Background: an optimization exercise with open tools, aiming at a short achievable clock period and few clock cycles. Do not read the settings as production practice. Function was checked by simulation only, so behaviour that the tests miss may differ from the original. Power and IR drop assume default switching activity.

File: flow/design.v
module bit_and #(parameter int W = 32) (
    input  logic [W-1:0] a,
    input  logic [W-1:0] b,
    output logic [W-1:0] y
);
    assign y = a & b;
endmodule
module bit_xor #(parameter int W = 32) (
    input  logic [W-1:0] a,
    input  logic [W-1:0] b,
    output logic [W-1:0] y
);
    assign y = a ^ b;
endmodule
module ks_tree #(parameter int W = 32) (
    input  logic [W-1:0] g_in,
    input  logic [W-1:0] p_in,
    input  logic         cin,
    output logic [W-1:0] s,
    output logic         cout
);
    localparam int L = (W >= 32) ? 6 : (W >= 16) ? 5 : (W >= 8) ? 4 : 3;   
    logic [W:0] g [0:L];
    logic [W:0] p [0:L];
    assign g[0] = {g_in, cin};
    assign p[0] = {p_in, 1'b0};
    genvar lv, i;
    generate
        for (lv = 0; lv < L; lv = lv + 1) begin : g_lv
            for (i = 0; i <= W; i = i + 1) begin : g_bit
                if (i >= (1 << lv)) begin : g_op
                    assign g[lv+1][i] = g[lv][i] | (p[lv][i] & g[lv][i - (1 << lv)]);
                    assign p[lv+1][i] = p[lv][i] & p[lv][i - (1 << lv)];
                end else begin : g_pass
                    assign g[lv+1][i] = g[lv][i];
                    assign p[lv+1][i] = p[lv][i];
                end
            end
        end
    endgenerate
    assign s    = p_in ^ g[L][W-1:0];
    assign cout = g[L][W];
endmodule
module ks_add #(parameter int W = 32) (
    input  logic [W-1:0] a,
    input  logic [W-1:0] b,
    input  logic         cin,
    output logic [W-1:0] s,
    output logic         cout
);
    logic [W-1:0] g, p;
    bit_and #(.W(W)) u_g (.a(a), .b(b), .y(g));
    bit_xor #(.W(W)) u_p (.a(a), .b(b), .y(p));
    ks_tree #(.W(W)) u_t (.g_in(g), .p_in(p), .cin(cin), .s(s), .cout(cout));
endmodule
module ks_inc #(parameter int W = 14) (
    input  logic [W-1:0] x,
    output logic [W-1:0] inc,
    output logic [W-1:0] dec
);
    genvar i;
    generate
        for (i = 0; i < W; i = i + 1) begin : g_bit
            if (i == 0) begin : g_lsb
                assign inc[i] = ~x[i];
                assign dec[i] = ~x[i];
            end else begin : g_up
                assign inc[i] = x[i] ^ (&x[i-1:0]);
                assign dec[i] = x[i] ^ ~(|x[i-1:0]);
            end
        end
    endgenerate
endmodule
module eq32 (
    input  logic [31:0] a,
    input  logic [31:0] b,
    output logic        eq
);
    assign eq = a == b;
endmodule
module rf_read (
    input  logic [1023:0] regs,
    input  logic [4:0]    idx,
    output logic [31:0]   q
);
    assign q = regs[idx*32 +: 32];
endmodule
module br_target (
    input  logic [15:0] lo,        
    input  logic [13:0] hi,        
    input  logic [13:0] hi_inc,
    input  logic [13:0] hi_dec,
    input  logic [15:0] imm,
    output logic [31:0] tgt
);
    logic [15:0] s;
    logic        c;
    logic [13:0] h;
    ks_add #(.W(16)) u_lo (.a(lo), .b(imm), .cin(1'b0), .s(s), .cout(c));
    always_comb begin
        case ({c, imm[15]})
            2'b10:   h = hi_inc;
            2'b01:   h = hi_dec;
            default: h = hi;
        endcase
    end
    assign tgt = {h, s, 2'b00};
endmodule
module alu (
    input  logic [31:0] a,
    input  logic [31:0] b,
    input  logic [4:0]  sh,
    input  logic        s_add, s_sub,
    input  logic        s_log,           
    input  logic [1:0]  lop,
    input  logic        s_sll, s_srl, s_sra, s_lui,
    input  logic        s_slt, s_sltu,
    output logic [31:0] y,
    output logic [31:0] sum
);
    logic [31:0] dif, sra_v, logv, other;
    logic        c_add, c_sub, lt_s, lt_u;
    ks_add #(.W(32)) u_add (.a(a), .b(b),  .cin(1'b0), .s(sum), .cout(c_add));
    ks_add #(.W(32)) u_sub (.a(a), .b(~b), .cin(1'b1), .s(dif), .cout(c_sub));
    assign lt_u  = !c_sub;
    assign lt_s  = (a[31] != b[31]) ? a[31] : lt_u;
    assign sra_v = $signed(b) >>> sh;
    always_comb begin
        case (lop)
            2'd0:    logv = a & b;
            2'd1:    logv = a | b;
            2'd2:    logv = a ^ b;
            default: logv = ~(a | b);
        endcase
    end
    assign other = ({32{s_log}} & logv)
                 | ({32{s_sll}} & (b << sh))
                 | ({32{s_srl}} & (b >> sh))
                 | ({32{s_sra}} & sra_v)
                 | ({32{s_lui}} & b);
    alu_out u_out (.sum(sum), .dif(dif),
                   .other({other[31:1], other[0] | (s_slt & lt_s) | (s_sltu & lt_u)}),
                   .s_add(s_add), .s_sub(s_sub), .y(y));
endmodule
module alu_out (
    input  logic [31:0] sum,
    input  logic [31:0] dif,
    input  logic [31:0] other,
    input  logic        s_add,
    input  logic        s_sub,
    output logic [31:0] y
);
    assign y = ({32{s_add}} & sum) | ({32{s_sub}} & dif) | other;
endmodule
module pc_sel (
    input  logic        rst,
    input  logic        redirect,
    input  logic [31:0] rtgt,
    input  logic [31:0] fd_next,
    output logic [31:0] pc_next
);
    assign pc_next = rst ? 32'h1000 : redirect ? rtgt : fd_next;
endmodule
module Top (
    input	logic	rst,
    input	logic	clk,
    output	logic	halt,
    output	logic	err,
    output	logic	[31:0] imem_addr,
    input	logic	[31:0] imem_rdata,
    output	logic	[31:0] dmem_addr,
    output	logic	[31:0] dmem_wdata,
    output	logic	dmem_we,
    input	logic	[31:0] dmem_rdata
);
    localparam logic [31:0] EXIT = 32'h1000 + 32'h8080;
    logic [31:0] pc_f;
    logic        valid_e;
    logic [31:0] a_e, b_e, sd_e;
    logic        ar_e, am_e, aw_e, al_e;
    logic        br_e, bm_e, bw_e, bl_e;
    logic        sr_e, sm_e, sw_e, sl_e;
    logic [4:0]  sh_e;
    logic        s_add_e, s_sub_e, s_log_e, s_sll_e, s_srl_e, s_sra_e, s_lui_e;
    logic        s_slt_e, s_sltu_e;
    logic [1:0]  lop_e;
    logic        wr_e, ld_e, st_e;
    logic [4:0]  wreg_e;
    logic        beq_e, bne_e, bgez_e, bltz_e, cb_e, j_e, jr_e, pred_e;
    logic        rd_eq_e, rd_ne_e, rd_neg_e, rd_pos_e;
    logic [31:0] tgt_e, pc4_e;
    logic        tx_e, px_e;         
    logic        wr_m, ld_m, st_m;
    logic [4:0]  wreg_m;
    logic [31:0] alu_m, addr_m, sd_m;
    logic [31:0] w_val;
    logic        halt_r, err_r, magic_r;
    logic [31:0] rf [1:31];
    logic [31:0] res_m;
    assign res_m = ld_m ? dmem_rdata : alu_m;
    genvar gi;
    generate
        for (gi = 1; gi < 32; gi = gi + 1) begin : g_rf
            always_ff @(posedge clk) begin
                if (rst) begin
                    if (gi == 29)      rf[gi] <= 32'h8000;
                    else if (gi == 31) rf[gi] <= EXIT;
                    else               rf[gi] <= 32'h0;
                end else if (wr_m && wreg_m == gi) begin
                    rf[gi] <= res_m;
                end
            end
        end
    endgenerate
    logic [31:0] ins;
    logic [5:0]  op, fn;
    logic [4:0]  rs, rt, rd;
    logic [15:0] imm;
    logic [31:0] se;
    assign ins = imem_rdata;
    assign op  = ins[31:26];
    assign fn  = ins[5:0];
    assign rs  = ins[25:21];
    assign rt  = ins[20:16];
    assign rd  = ins[15:11];
    assign imm = ins[15:0];
    assign se  = {{16{imm[15]}}, imm};
    logic is_r, is_jr, is_addiu, is_andi, is_ori, is_xori, is_slti, is_sltiu, is_lui;
    logic is_lw, is_sw, is_beq, is_bne, is_regimm, is_j, is_br, is_ialu;
    assign is_r      = op == 6'b000000;
    assign is_jr     = is_r && fn == 6'b001000;
    assign is_addiu  = op == 6'b001001;
    assign is_andi   = op == 6'b001100;
    assign is_ori    = op == 6'b001101;
    assign is_xori   = op == 6'b001110;
    assign is_slti   = op == 6'b001010;
    assign is_sltiu  = op == 6'b001011;
    assign is_lui    = op == 6'b001111;
    assign is_lw     = op == 6'b100011;
    assign is_sw     = op == 6'b101011;
    assign is_beq    = op == 6'b000100;
    assign is_bne    = op == 6'b000101;
    assign is_regimm = op == 6'b000001;
    assign is_j      = op == 6'b000010;
    assign is_br     = is_beq || is_bne || is_regimm;
    assign is_ialu   = is_addiu || is_andi || is_ori || is_xori || is_slti || is_sltiu || is_lui;
    logic       wr_d, b_imm;
    logic [4:0] wreg_d;
    assign wreg_d = is_r ? rd : rt;
    assign wr_d   = ((is_r && !is_jr) || is_ialu || is_lw) && wreg_d != 5'd0;
    assign b_imm  = is_ialu || is_lw || is_sw;
    logic [31:0]   ra, rb;
    logic [1023:0] rf_flat;
    always_comb begin
        rf_flat[31:0] = 32'h0;
        for (int k = 1; k < 32; k++) rf_flat[k*32 +: 32] = rf[k];
    end
    rf_read u_ra (.regs(rf_flat), .idx(rs), .q(ra));
    rf_read u_rb (.regs(rf_flat), .idx(rt), .q(rb));
    logic he_a, he_b, hm_a, hm_b;
    assign he_a = valid_e && wr_e && wreg_e == rs;
    assign he_b = valid_e && wr_e && wreg_e == rt;
    assign hm_a = wr_m && wreg_m == rs;
    assign hm_b = wr_m && wreg_m == rt;
    logic [31:0] pc4_f, btgt_f, jtgt_f, ptgt_f;
    logic        pred_f;
    logic [13:0] hi_inc, hi_dec;
    logic [29:0] pcw_inc, pcw_dec;
    ks_inc #(.W(30)) u_pcinc (.x(pc_f[31:2]), .inc(pcw_inc), .dec(pcw_dec));
    assign pc4_f = {pcw_inc, 2'b00};
    ks_inc #(.W(14)) u_hi (.x(pc4_f[31:18]), .inc(hi_inc), .dec(hi_dec));
    br_target u_bt (.lo(pc4_f[17:2]), .hi(pc4_f[31:18]), .hi_inc(hi_inc), .hi_dec(hi_dec),
                    .imm(imm), .tgt(btgt_f));
    assign jtgt_f = {pc_f[31:28], ins[25:0], 2'b00};
    assign pred_f = is_j || (is_br && imm[15])
                 || (is_beq && rs == rt) || (is_bne && rs != rt)
                 || (is_regimm && rt == 5'd1 && rs == 5'd0);
    assign ptgt_f = is_j ? jtgt_f : btgt_f;
    logic [31:0] a, b, sdv, alu_e, sum_e;
    assign a   = ({32{ar_e}} & a_e) | ({32{am_e}} & alu_m) | ({32{aw_e}} & w_val);
    assign b   = ({32{br_e}} & b_e) | ({32{bm_e}} & alu_m) | ({32{bw_e}} & w_val);
    assign sdv = ({32{sr_e}} & sd_e) | ({32{sm_e}} & alu_m) | ({32{sw_e}} & w_val)
               | ({32{sl_e}} & dmem_rdata);
    logic stall_e;
    assign stall_e = valid_e && (al_e || bl_e);
    alu u_alu (.a(a), .b(b), .sh(sh_e),
               .s_add(s_add_e), .s_sub(s_sub_e), .s_log(s_log_e), .lop(lop_e),
               .s_sll(s_sll_e), .s_srl(s_srl_e), .s_sra(s_sra_e), .s_lui(s_lui_e),
               .s_slt(s_slt_e), .s_sltu(s_sltu_e),
               .y(alu_e), .sum(sum_e));
    logic eq, taken, go_e, redirect;
    logic [31:0] rtgt;
    eq32 u_eq (.a(a), .b(b), .eq(eq));
    assign taken    = (beq_e && eq) || (bne_e && !eq) || (bgez_e && !a[31]) || (bltz_e && a[31]);
    assign go_e     = valid_e && !stall_e;
    assign redirect = go_e && (jr_e || (eq && rd_eq_e) || (!eq && rd_ne_e)
                                    || (a[31] && rd_neg_e) || (!a[31] && rd_pos_e));
    assign rtgt     = jr_e ? a : (pred_e ? pc4_e : tgt_e);
    logic halt_c, nx_exit;
    always_comb begin
        if (jr_e)
            nx_exit = a == EXIT;
        else if (j_e || (cb_e && taken))
            nx_exit = tx_e;
        else
            nx_exit = px_e;
    end
    assign halt_c = go_e && nx_exit;
    logic [31:0] fd_next, pc_next;
    assign fd_next = stall_e ? pc_f : pred_f ? ptgt_f : pc4_f;
    pc_sel u_pcsel (.rst(rst), .redirect(redirect), .rtgt(rtgt), .fd_next(fd_next),
                    .pc_next(pc_next));
    always_ff @(posedge clk) pc_f <= pc_next;
    always_ff @(posedge clk) begin
        if (rst || redirect)
            valid_e <= 1'b0;
        else if (!stall_e)
            valid_e <= 1'b1;
        if (stall_e) begin
            a_e  <= a;
            ar_e <= !al_e; am_e <= 1'b0; aw_e <= al_e; al_e <= 1'b0;
            b_e  <= b;
            br_e <= !bl_e; bm_e <= 1'b0; bw_e <= bl_e; bl_e <= 1'b0;
            sd_e <= sdv;
            sr_e <= 1'b1;  sm_e <= 1'b0; sw_e <= 1'b0; sl_e <= 1'b0;
        end else begin
            a_e  <= ra;
            ar_e <= !he_a && !hm_a;
            am_e <= he_a && !ld_e;
            al_e <= he_a && ld_e;
            aw_e <= !he_a && hm_a;
            b_e  <= b_imm ? (is_lui ? {imm, 16'h0} : se) : rb;
            br_e <= b_imm || (!he_b && !hm_b);
            bm_e <= !b_imm && he_b && !ld_e;
            bl_e <= !b_imm && he_b && ld_e;
            bw_e <= !b_imm && !he_b && hm_b;
            sd_e <= rb;
            sr_e <= !he_b && !hm_b;
            sm_e <= he_b && !ld_e;
            sl_e <= he_b && ld_e;
            sw_e <= !he_b && hm_b;
            sh_e     <= ins[10:6];
            s_add_e  <= (is_r && (fn == 6'b100000 || fn == 6'b100001)) || is_addiu || is_lw || is_sw;
            s_sub_e  <= is_r && fn == 6'b100011;
            s_log_e  <= (is_r && (fn == 6'b100100 || fn == 6'b100101 || fn == 6'b100110 || fn == 6'b100111))
                     || is_andi || is_ori || is_xori;
            lop_e    <= is_r ? fn[1:0] : op[1:0];
            s_slt_e  <= (is_r && fn == 6'b101010) || is_slti;
            s_sltu_e <= (is_r && fn == 6'b101011) || is_sltiu;
            s_sll_e  <= is_r && fn == 6'b000000;
            s_srl_e  <= is_r && fn == 6'b000010;
            s_sra_e  <= is_r && fn == 6'b000011;
            s_lui_e  <= is_lui;
            wr_e    <= wr_d;
            ld_e    <= is_lw;
            st_e    <= is_sw;
            wreg_e  <= wreg_d;
            beq_e   <= is_beq;
            bne_e   <= is_bne;
            bgez_e  <= is_regimm && rt == 5'd1;
            bltz_e  <= is_regimm && rt != 5'd1;
            cb_e    <= is_br;
            j_e     <= is_j;
            jr_e    <= is_jr;
            pred_e  <= pred_f;
            rd_eq_e  <= (is_beq && !pred_f) || (is_bne && pred_f);
            rd_ne_e  <= (is_beq && pred_f) || (is_bne && !pred_f);
            rd_neg_e <= is_regimm && (rt == 5'd1 ? pred_f : !pred_f);
            rd_pos_e <= is_regimm && (rt == 5'd1 ? !pred_f : pred_f);
            tx_e     <= ptgt_f == EXIT;
            px_e     <= pc4_f == EXIT;
            tgt_e   <= ptgt_f;
            pc4_e   <= pc4_f;
        end
    end
    always_ff @(posedge clk) begin
        wr_m   <= !rst && go_e && wr_e;
        ld_m   <= go_e && ld_e;
        st_m   <= !rst && go_e && st_e;
        wreg_m <= wreg_e;
        alu_m  <= alu_e;
        addr_m <= sum_e;
        sd_m   <= sdv;
        w_val  <= res_m;
    end
    logic magic_n;
    assign magic_n = (wr_m && wreg_m == 5'd2) ? (res_m == 32'h12345) : magic_r;
    always_ff @(posedge clk) begin
        if (rst) begin
            halt_r  <= 1'b0;
            err_r   <= 1'b0;
            magic_r <= 1'b0;
        end else begin
            magic_r <= magic_n;
            if (!halt_r) begin
                halt_r <= halt_c;
                err_r  <= halt_c && !magic_n;
            end
        end
    end
    assign halt       = halt_r;
    assign err        = err_r;
    assign imem_addr  = pc_f;
    assign dmem_addr  = addr_m;
    assign dmem_wdata = sd_m;
    assign dmem_we    = st_m;
endmodule
File: flow/constraint.sdc
create_clock -name core_clock -period 8.5 [get_ports {clk}]
set_input_delay 1.7000 -clock core_clock [delete_from_list [all_inputs] [get_ports {clk}]]
set_output_delay 1.7000 -clock core_clock [all_outputs]
set_load 0.01 [all_outputs]
File: flow/run.sh
#!/bin/bash
# synth_recipe.tcl (not shown) runs the flow's synth.tcl, then flattens the netlist and writes it again
# the make line also repeats each setting of config.mk as NAME=value (left out here)
make -C /OpenROAD-flow-scripts/flow DESIGN_CONFIG=/design/flow/config.mk WORK_HOME=/design/flow/orfs CLKGATE_MAP_FILE= SYNTH_SCRIPT=/design/flow/synth_recipe.tcl finish
File: flow/config.mk
export PLATFORM = sky130hd
export DESIGN_NAME = Top
export DESIGN_NICKNAME = Top
export VERILOG_FILES = /design/flow/design.v
export SDC_FILE = /design/flow/constraint.sdc
export NUM_CORES = 4
export LEC_CHECK = 0
export CAP_MARGIN = 20
export CORE_MARGIN = 2
export CORE_UTILIZATION = 40
export SETUP_SLACK_MARGIN = 5
export SLEW_MARGIN = 20
export SYNTH_HIERARCHICAL = 1
export SYNTH_MINIMUM_KEEP_SIZE = 0
export TNS_END_PERCENT = 100
==> results.txt <==
-- flip-flops by register name (all words and copies together), names as in the netlist, 2 cells and up --
name	flops
tgt_e	32
wreg_e	5
sh_e	5
pc4_e	30
wreg_m	5
lop_e	2
a_e	32
w_val	32
b_e	32
pc_f	32
addr_m	32
rf	992
alu_m	32
sd_e	32
sd_m	32
-- report_power, final --
part / switching [W] / internal [W]
Sequential: 0.000134 / 0.00674
Combinational: 0.00290 / 0.00177
Clock: 0.00304 / 0.00399
-- through the flow --
step,hold WS [ns],instances,util [%]
after CTS,0.451,11916,47.2
after floorplan,0.407,9268,-
final,0.457,12066,48.4
after global routing,0.471,12057,48.4
after detailed placement,0.429,11393,42.0
after global placement,0.442,11389,42.0
-- placed cells by master (no fill, tap or decap), types with 53 or more instances in the layout --
cell and count:
edfxtp_1 100, nor3_1 101, a21oi_1 333, a31oi_1 126, clkdlybuf4s50_1 91, dfxtp_1 1228, buf_4 366, xor2_1 110
clkbuf_16 169, nand3_1 213, nand2_1 533, inv_1 173, conb_1 74, xnor2_1 77, a22o_1 132, ha_1 78
mux2i_1 1174, a22oi_1 313, nor2_1 1240, dlygate4sd2_1 53, buf_6 67, buf_12 55, o21ai_0 105, a211oi_1 1025
and2_1 86
-- worst max-delay path by stage --
| stage | startpoint | cells past startpoint | end |
|---|---|---|---|
| final | imem_rdata[9] | 17 | tx_e$_DFFE_PN_ |
| after global routing | pc_f[3]$_DFF_P_ | 18 | tx_e$_DFFE_PN_ |
| after CTS | imem_rdata[7] | 16 | tx_e$_DFFE_PN_ |
| after detailed placement | imem_rdata[5] | 15 | tx_e$_DFFE_PN_ |
| after global placement | imem_rdata[9] | 15 | tx_e$_DFFE_PN_ |
| after floorplan | imem_rdata[9] | 18 | tx_e$_DFFE_PN_ |
-- worst max-delay path, cell delays in order --
cell and delay [ns]:
clkdlybuf4s15_2 0.33, xor2_4 0.24, a21o_1 0.23, a211oi_4 0.29, nand2b_4 0.08, o31ai_4 0.27
o21ai_4 0.13, inv_2 0.08, ha_4 0.24, buf_4 0.15, nand2_1 0.07, o21ai_2 0.07
nor4b_2 0.29, and4_1 0.24, nand4_1 0.17, a221oi_2 0.31, and4b_1 0.23
-- cell type report --
class / instances / area, um^2
tap: 2656 / 3320
clock inverter: 48 / 589
clock buffer: 244 / 4790
antenna: 27 / 67.6
timing repair buffer: 716 / 7850
inverter: 195 / 785
sequential: 1372 / 28600
multi-input combinational: 6808 / 50800
fill: 18727 / 103000
-- repair_timing --
| item | in CTS | in global routing |
|---|---|---|
| pin swaps | 155 | 111 |
| gates cloned | 29 | 12 |
| endpoints found under the hold margin | 0 | 0 |
| buffers inserted | 202 | 96 |
| setup endpoints to repair | 269 | 190 |
| resized for setup | 635 | 217 |
-- layer usage --
layer	vias up	wire, um	track usage (%)
li1	33822	-	-
met1	37332	140000	42.1
met2	4350	154000	49.9
met3	1032	36500	7.27
met4	8	26200	22.0
met5	-	57	0
==> results.txt <==
MaxCap Viol Count: 0
Initial DRC Count: 9491
Initial antenna violation count: 26
Area delta synth->final: 20.4%
Yosys warnings: 16
CTS Buf Count: 159
Slew of the pin with the lowest slew margin: 1.21 ns
Clock skew: 0.0351 ns
Status: finished clean
F_max: 0.226 GHz
Final setup fails: 0
CTS Hold Bufs: 0
Via density: 6.34
Remaining global-route overflow: 0
Vias post-DR: 76544
Worst R2R Path Depth: 22
WL final: 357000 um
RSZ-0062 raised after global routing: true
Setup WS pre-CTS: 1.91 ns
Die Area: 204000 um^2
Sink Count: 1372
Hpwl dp: 212000 um
Drt first pass iters: 13
Maximum buffer depth of the clock tree: 3
Mean post-synth cell area: 8.73 um^2
Final #Nets: 9401
Worst rel slew slack: 19.5%
First-pass GRT wire length: 503000 um
CTS tree: done
Initial core utilization: 40.2%
Tot GR Track Use: 33.0%
Final antenna-violating net count: 0
Vias in the first global route: 71379
Average wire per standard cell: 29.6 um
Pin count of the biggest net entering global routing: 233
Worst-path clk slew: 0.06 ns
R2R setup slack: 4.10 ns
Total number of placement rows: 164
Final worst slack: 4.07 ns
Leak: 37.0 nW
Drt drc: 0
Data arrival, critical path: 5.13 ns
Root Buffer: clkbuf_16
Crit share post-route: 52.1%
Synthesized area: 80300 um^2
Worst Setup Path Type: in2reg
Share of cells above drive strength 1: 16.1%
Clock latency on the worst-skew pair: 0.84 ns
Final instance area: 96700 um^2
I/O pins: 165
Hold path startpoint: sd_e[20]$_DFF_P_
Worst Hold End: sd_m[20]$_DFF_P_
Max VDD drop: 0.000220 V
Number of I/O port buffers: 164
Die X: 452 um
Worst Path Max Fanout: 6
Hold Vio Cnt, Final: 0
Crit path launch type: primary input
Critical path endpoint category: flop
Worst r2r src: pc_f[3]$_DFF_P_
Post-route minimum period: 4.43 ns
Synth Instances: 9198
Worst r2r dst: tx_e$_DFFE_PN_
# H-tree levels: 4
Hold depth: 2
Setup TNS: 0 ns
Core area: 200000 um^2
Dpl cell area: 83900 um^2
GPL Wtd Cong: 0.994
Slew Limit Fails: 0
Overall Power: 0.0186 W
Die H: 452 um
Required time worst endpoint: 9.20 ns
Hold Path Class: reg2reg
Pwr Density: 192 nW/um^2
Testbench counts, summed over its fixed seeds: cycles 24,469.

==> re-timing with driven ports <==
How much do the figures lean on ideal ports? The routed layout below was timed once more, with nothing changed but the port constraints. Step 1 (the two cells are an assumption about what drives the block):
set clk [get_ports {clk}]
set_driving_cell -lib_cell sky130_fd_sc_hd__clkbuf_16 $clk
set_driving_cell -lib_cell sky130_fd_sc_hd__buf_2 [delete_from_list [all_inputs] $clk]
Step 2 times the ports against the registers' clock, not the clock port: input delays grow and output delays shrink by t, the midpoint of the rising clock arrivals with the driver on. Three values: ideal ports, drivers, drivers and shift; two values: the first two.
t, ns: 0.917
setup WS [ns]: 4.071 / 4.103 / 3.198
worst hold slack (ns): 0.457 / 0.457 / 0.457
worst slew at a driven data input, ns: 0.28
After both steps this run still meets setup and hold. The setup slack of this run moves by +0.032 ns with the drivers and by -0.873 ns with both steps.
